From an optimization exercise on the open Yosys and OpenROAD flow, aimed at small area; shortcuts taken in it are not production practice.
Only simulation tests tie the RTL to the original design; equivalence was not proved.
No driver is modelled on the clock port, so clock power and skew are understated where the tree is cut down; a real chip needs a root buffer or a tree.
Power is estimated from default activity; no workload was simulated.

==> job 843 <==
==> flow/design.v <==
package g;
    localparam int CLK_FREQ = 50_000_000;
    localparam int BAUD_RATE = 115200;
    localparam int NEC_SAMPLING_RATE = 80000;
    typedef logic [11:0] bcd_t;
endpackage
module top_nec_uart #(
    parameter logic [27:0] MAX_TIMER_CNT = 27'd25_000_000 - 27'b1
) (
    input logic sys_clk,
    input logic sys_rst_n,
    input  logic remote_in,
    output logic uart_out
);
    logic [9:0] pc;
    logic tick, go_ph;
    assign tick  = pc == 10'b1000011011;   
    assign go_ph = pc == 10'b1110110001;   
    always_ff @(posedge sys_clk or negedge sys_rst_n) begin
        if (!sys_rst_n) pc <= 10'b1000111100;   
        else if (tick) pc <= 10'b1111111111;
        else pc <= {pc[0] ^ pc[3], pc[9:1]};
    end
    logic       pre_event;
    logic [7:0] last;
    nec_core u_core (
        .sys_clk(sys_clk),
        .sys_rst_n(sys_rst_n),
        .tick(tick),
        .go_ph(go_ph),
        .remote_in(remote_in),
        .pre_event(pre_event),
        .last(last),
        .uart_out(uart_out)
    );
endmodule
module nec_core (
    input logic sys_clk,
    input logic sys_rst_n,
    input logic tick,
    input logic go_ph,
    input logic remote_in,
    output logic pre_event,
    output logic [7:0] last,
    output logic uart_out
);
    typedef enum logic [2:0] {
        S_IDLE,
        S_BURST,    
        S_JUDGE,    
        S_MARK,     
        S_SPACE,    
        S_GOT,      
        S_POST,     
        S_FIN       
    } state_t;
    logic rin0, rin1;
    always_ff @(posedge sys_clk or negedge sys_rst_n) begin
        if (!sys_rst_n) begin
            rin0 <= 1'b1;
            rin1 <= 1'b1;
        end else if (tick) begin
            rin0 <= remote_in;
            rin1 <= rin0;
        end
    end
    state_t cur, nxt;
    logic [9:0] timer;
    logic one;     
    logic tload;   
    logic [8:0] sh;
    logic [4:0] cnt;
    logic [2:0] chr;   
    always_comb begin
        nxt = cur;
        one = 1'b0;
        tload = 1'b0;
        case (cur)
            S_IDLE: if (!rin1) nxt = S_BURST;
            S_BURST: begin
                if (timer >= 10'd710 && timer <= 10'd730 && rin1) nxt = S_JUDGE;
                else if (timer > 10'd730 || rin1) nxt = S_IDLE;
            end
            S_JUDGE: begin
                if (timer >= 10'd170 && timer <= 10'd190) begin
                    if (!rin1) begin
                        nxt = S_POST;
                        tload = 1'b1;
                    end
                end else if (timer >= 10'd350 && timer <= 10'd370) begin
                    if (!rin1) nxt = S_MARK;
                end else if (timer > 10'd370) nxt = S_IDLE;
            end
            S_MARK: begin
                if (timer >= 10'd35 && timer <= 10'd55) begin
                    if (rin1) nxt = S_SPACE;
                end else if (timer > 10'd55) nxt = S_IDLE;
            end
            S_SPACE: begin
                if (timer >= 10'd35 && timer <= 10'd55) begin
                    if (!rin1) nxt = S_GOT;
                end else if (timer >= 10'd125 && timer <= 10'd145) begin
                    if (!rin1) begin
                        nxt = S_GOT;
                        one = 1'b1;
                    end
                end else if (timer > 10'd145) nxt = S_IDLE;
            end
            S_GOT: begin
                if (cnt == 5'd0) nxt = S_POST;
                else nxt = S_MARK;
            end
            S_POST: begin
                if (timer[0]) nxt = S_FIN;
                else if (sh[8]) nxt = S_IDLE;
            end
            S_FIN: if (rin1) nxt = S_IDLE;
            default: ;
        endcase
    end
    always_ff @(posedge sys_clk or negedge sys_rst_n) begin
        if (!sys_rst_n) cur <= S_IDLE;
        else if (tick) cur <= nxt;
    end
    always_ff @(posedge sys_clk) begin
        if (tick) begin
            if (cur != nxt) timer <= {9'd0, tload};
            else timer <= timer + 10'd1;
        end
    end
    always_ff @(posedge sys_clk or negedge sys_rst_n) begin
        if (!sys_rst_n) last <= 8'd0;
        else if (tick && cur == S_POST && !timer[0] && !sh[8]) last <= sh[7:0];
    end
    assign pre_event = cur == S_POST && timer[0];
    logic busy, go, slot_end, load, rx_bit, chk;
    assign busy = chr != 3'd5;
    assign go = pre_event && go_ph;
    assign slot_end = busy && sh == 9'b111100100;
    assign load = go || slot_end;
    assign rx_bit = tick && cur == S_SPACE && nxt == S_GOT;
    assign chk = cnt[4:3] == 2'b11;   
    always_ff @(posedge sys_clk) begin
        if (load) begin
            sh <= (go || cnt[3:0] == 4'd8) ? 9'b111111111 : 9'b000111111;
        end else if (busy) begin
            sh <= {sh[0] ^ sh[4], sh[8:1]};
        end else if (rx_bit) begin
            sh[7:0] <= {chk ? sh[0] : one, sh[7:1]};
            sh[8] <= chk && (sh[8] || one == sh[0]);
        end
    end
    always_ff @(posedge sys_clk) begin
        if (go) cnt <= 5'd9;
        else if ((busy && slot_end && cnt[3] && cnt[0]) || (tick && cur == S_JUDGE)) cnt <= 5'd0;
        else if (slot_end || rx_bit) cnt <= cnt + 5'd1;
    end
    always_ff @(posedge sys_clk or negedge sys_rst_n) begin
        if (!sys_rst_n) chr <= 3'd5;
        else if (go) chr <= 3'd7;
        else if (slot_end && cnt[3] && cnt[0]) chr <= chr + 3'd1;
    end
    logic [1:0] d2;
    logic [3:0] d1, d0;
    always_comb begin
        logic [19:0] t;
        t = {12'b0, last};
        for (int i = 0; i < 8; i = i + 1) begin
            t[11:8]  = (t[11:8] > 4'd4) ? t[11:8] + 4'd3 : t[11:8];
            t[15:12] = (t[15:12] > 4'd4) ? t[15:12] + 4'd3 : t[15:12];
            t = t << 1;
        end
        d2 = t[17:16];
        d1 = t[15:12];
        d0 = t[11:8];
    end
    logic [7:0] ch;
    always_comb begin
        case (chr)
            3'd0: ch = {6'b001100, d2};
            3'd1: ch = {4'b0011, d1};
            3'd2: ch = {4'b0011, d0};
            3'd3: ch = 8'd13;
            default: ch = 8'd10;
        endcase
    end
    logic [3:0] slot;
    assign slot = cnt[3:0];
    always_comb begin
        if (!busy || slot == 4'd9) uart_out = 1'b1;
        else if (slot == 4'd0) uart_out = 1'b0;
        else uart_out = ch[slot[2:0]-3'd1];
    end
endmodule
==> flow/flow/run.sh <==
#!/bin/bash
# Layout flow: the standard flow, with area-oriented ABC mapping and no
# adder extraction in synthesis, and a clock tree without dummy loads.
set -euo pipefail
W=$(pwd)
sed "s|@FLOW_SYNTH@|$W/synth_recipe.tcl|" flow/my_synth.tcl.in > my_synth.tcl
bash standard.sh SYNTH_SCRIPT=$W/my_synth.tcl ADDER_MAP_FILE= \
  "CTS_ARGS=-sink_clustering_enable -repair_clock_nets -sink_clustering_size 100 -sink_clustering_max_diameter 500 -dont_use_dummy_load" \
  finish > flow_make.log 2>&1
==> flow/flow/my_synth.tcl.in <==
# Standard synthesis (synth_recipe.tcl) with ABC run for area: ABC's default
# liberty-mapping script with no delay target, in place of ORFS's speed script.
proc abc {args} {
  set out {}
  set skip 0
  foreach a $args {
    if {$skip} { set skip 0; continue }
    if {$a eq "-script" || $a eq "-D" || $a eq "-constr"} { set skip 1; continue }
    lappend out $a
  }
  yosys abc {*}$out
}
source @FLOW_SYNTH@
==> flow/standard.sh <==
#!/bin/bash
# synth_recipe.tcl (not shown) runs the flow's synth.tcl, then flattens the netlist and writes it again
# the make line also repeats each setting of config.mk as NAME=value (left out here)
make -C /OpenROAD-flow-scripts/flow DESIGN_CONFIG=/design/flow/config.mk WORK_HOME=/design/flow/orfs CLKGATE_MAP_FILE= SYNTH_SCRIPT=/design/flow/synth_recipe.tcl "${@:-finish}"
==> flow/config.mk <==
export PLATFORM = sky130hd
export DESIGN_NAME = top_nec_uart
export DESIGN_NICKNAME = top_nec_uart
export VERILOG_FILES = /design/flow/design.v
export SDC_FILE = /design/flow/constraint.sdc
export NUM_CORES = 4
export LEC_CHECK = 0
export CAP_MARGIN = 20
export CORE_MARGIN = 2
export CORE_UTILIZATION = 40
export SLEW_MARGIN = 20
==> flow/constraint.sdc <==
create_clock -name core_clock -period 20.0 [get_ports {sys_clk}]
set_input_delay 4.0000 -clock core_clock [delete_from_list [all_inputs] [get_ports {sys_clk}]]
set_output_delay 4.0000 -clock core_clock [all_outputs]
set_load 0.01 [all_outputs]
==> inputs of job 9456, as changes to job 843 <==
--- a/flow/design.v
+++ b/flow/design.v
@@ -124,8 +124,6 @@
     end
     always_ff @(posedge sys_clk) begin
-        if (tick) begin
-            if (cur != nxt) timer <= {9'd0, tload};
-            else timer <= timer + 10'd1;
-        end
+        if (tick && cur != nxt) timer <= {9'd0, tload};
+        else timer <= timer + {9'd0, tick};
     end
     always_ff @(posedge sys_clk or negedge sys_rst_n) begin
@@ -154,5 +152,5 @@
         if (go) cnt <= 5'd9;
         else if ((busy && slot_end && cnt[3] && cnt[0]) || (tick && cur == S_JUDGE)) cnt <= 5'd0;
-        else if (slot_end || rx_bit) cnt <= cnt + 5'd1;
+        else cnt <= cnt + {4'd0, slot_end || rx_bit};
     end
     always_ff @(posedge sys_clk or negedge sys_rst_n) begin
@@ -175,20 +173,32 @@
         d0 = t[11:8];
     end
-    logic [7:0] ch;
-    always_comb begin
-        case (chr)
-            3'd0: ch = {6'b001100, d2};
-            3'd1: ch = {4'b0011, d1};
-            3'd2: ch = {4'b0011, d0};
-            3'd3: ch = 8'd13;
-            default: ch = 8'd10;
-        endcase
-    end
     logic [3:0] slot;
+    logic [3:0] dg;
+    logic db, cb;
     assign slot = cnt[3:0];
     always_comb begin
+        case (chr[1:0])
+            2'd0: dg = {2'b00, d2};
+            2'd1: dg = d1;
+            default: dg = d0;
+        endcase
+        case (slot[1:0])
+            2'd1: db = dg[0];
+            2'd2: db = dg[1];
+            2'd3: db = dg[2];
+            default: db = dg[3];
+        endcase
+        case (slot)
+            4'd1: cb = chr[0];
+            4'd2: cb = !chr[0];
+            4'd3: cb = chr[0];
+            4'd4: cb = 1'b1;
+            default: cb = 1'b0;
+        endcase
         if (!busy || slot == 4'd9) uart_out = 1'b1;
         else if (slot == 4'd0) uart_out = 1'b0;
-        else uart_out = ch[slot[2:0]-3'd1];
+        else if (chr[2] || chr == 3'd3) uart_out = cb;
+        else if (slot >= 4'd5) uart_out = slot <= 4'd6;   
+        else uart_out = db;
     end
 endmodule
==> flow/flow/run.sh (replaced) <==
#!/bin/bash
# Layout flow: the standard flow (standard.sh) with
#  * synthesis: ABC maps for area with no delay target and adders are not
#    extracted (flow/my_synth.tcl.in);
#  * clock tree: flow/clock_tree.tcl replaces TritonCTS's H-tree with 2
#    buf_12 (smaller than clkbuf_16 and within the clock-pin slew limit),
#    each driving the registers near it;
#  * port buffers: buf_1.
# All tool output goes to the ORFS logs under orfs/logs and to flow_make.log.
set -euo pipefail
W=$(pwd)
sed -e "s|@FLOW_SYNTH@|$W/synth_recipe.tcl|" -e "s|@FLOW@|$W/flow|" flow/my_synth.tcl.in > my_synth.tcl
bash standard.sh SYNTH_SCRIPT=$W/my_synth.tcl ADDER_MAP_FILE= \
  PRE_CTS_TCL=$W/flow/clock_tree.tcl \
  "BUFFER_PORTS_ARGS=-buffer_cell sky130_fd_sc_hd__buf_1" \
  finish > flow_make.log 2>&1
==> flow/flow/area.abc (new file) <==
strash
&get -n
&fraig -x
&put
scorr
dc2
dretime
strash
&get -n
&deepsyn -T 60
&put
dch -f
amap
==> flow/flow/clock_tree.tcl (new file) <==
# PRE_CTS_TCL hook: replaces TritonCTS with a one-level clock tree. The
# registers are split into 2 groups by position (k-means); each
# group gets one buffer, placed at its centre and driven by the clock port.
proc clock_tree_synthesis {args} {
  set nbuf 2
  set cell sky130_fd_sc_hd__buf_12
  set block [ord::get_db_block]
  set clk_port_net [$block findNet sys_clk]
  set master [[ord::get_db] findMaster $cell]
  set sinks {}
  foreach it [$clk_port_net getITerms] {
    set bb [[$it getInst] getBBox]
    lappend sinks [list $it [expr {([$bb xMin] + [$bb xMax]) / 2.0}] [expr {([$bb yMin] + [$bb yMax]) / 2.0}]]
  }
  set n [llength $sinks]
  # k-means, seeded with sinks spread along the list sorted by x+y
  set sorted [lsort -real -index 1 $sinks]
  set cent {}
  for {set k 0} {$k < $nbuf} {incr k} {
    set s [lindex $sorted [expr {int(($k + 0.5) * $n / $nbuf)}]]
    lappend cent [list [lindex $s 1] [lindex $s 2]]
  }
  for {set iter 0} {$iter < 50} {incr iter} {
    set assign {}
    foreach s $sinks {
      set best 0; set bd 1e30
      for {set k 0} {$k < $nbuf} {incr k} {
        set c [lindex $cent $k]
        set d [expr {abs([lindex $s 1] - [lindex $c 0]) + abs([lindex $s 2] - [lindex $c 1])}]
        if {$d < $bd} { set bd $d; set best $k }
      }
      lappend assign $best
    }
    set newc {}
    for {set k 0} {$k < $nbuf} {incr k} {
      set sx 0.0; set sy 0.0; set m 0
      foreach s $sinks a $assign {
        if {$a == $k} { set sx [expr {$sx + [lindex $s 1]}]; set sy [expr {$sy + [lindex $s 2]}]; incr m }
      }
      if {$m > 0} { lappend newc [list [expr {$sx / $m}] [expr {$sy / $m}]] } else { lappend newc [lindex $cent $k] }
    }
    set cent $newc
  }
  for {set k 0} {$k < $nbuf} {incr k} {
    set buf [odb::dbInst_create $block $master clkbuf_$k\_sys_clk]
    set net [odb::dbNet_create $block clknet_$k\_sys_clk]
    $net setSigType CLOCK
    set m 0
    foreach s $sinks a $assign {
      if {$a == $k} { set it [lindex $s 0]; $it disconnect; $it connect $net; incr m }
    }
    [$buf findITerm A] connect $clk_port_net
    [$buf findITerm X] connect $net
    set c [lindex $cent $k]
    $buf setLocation [expr {int([lindex $c 0])}] [expr {int([lindex $c 1])}]
    $buf setPlacementStatus PLACED
    puts "clock buffer $k ($cell): $m sinks"
  }
  set_propagated_clock [all_clocks]
}
==> flow/flow/my_synth.tcl.in (replaced) <==
proc abc {args} {
  set out {}
  set skip 0
  foreach a $args {
    if {$skip} { set skip 0; continue }
    if {$a eq "-script" || $a eq "-D" || $a eq "-constr"} { set skip 1; continue }
    lappend out $a
  }
  yosys abc -script @FLOW@/area.abc {*}$out
}
source @FLOW_SYNTH@
==> qor summary <==
metric                                                                   job 9456         job 843
Maximum net fanout on the critical path                                         4               7
Result of the run                                                  finished clean  finished clean
Total stage count of the critical path                                         25              15
Placed instance area                                                     2815 µm²        3181 µm²
Final standard cell count with taps included and fillers excluded             427             446
Register-to-Register Setup Slack                                         16.70 ns        16.52 ns
Distinct cells, synth                                                          40              51
Standard cell core area                                                  6459 µm²        7292 µm²
Total power consumption of the routed design                             145.5 µW        159.5 µW
Met1 usage                                                                 24.46%          21.64%
Aggregate global-route resource usage                                      16.57%          16.14%
Count of flip-flops with a built-in enable after synthesis                      9              19
Cell-internal power                                                      119.4 µW        128.8 µW
Setup Skew                                                            0.003038 ns      0.02390 ns
The clock cells of job 9456 come from the design's own scripts or RTL, not from TritonCTS.

## what the ideal ports hide
No port has a modelled driver above. Below, the same layouts with a new extraction and two added sets of constraints.
Step 1 sets driving cells, clkbuf_16 on the clock port and buf_2 on the other inputs (assumed; they add their load-dependent delay and slew).
Step 2 times the ports against the registers' clock, not the clock port: input delays grow and output delays shrink by t, the midpoint of the rising clock arrivals with the driver on.
a / b / c = ideal ports / drivers / drivers and shift; a / b = the first two.
| run | shift t [ns] | slack for setup (ns) | pins driven straight from the clock port |
|---|---|---|---|
| job 843 | 0.314 | 11.264 / 11.235 / 11.549 | 1 |
| job 9456 | 0.184 | 11.386 / 11.332 / 11.516 | 2 |
After both steps every run listed still meets setup and hold.
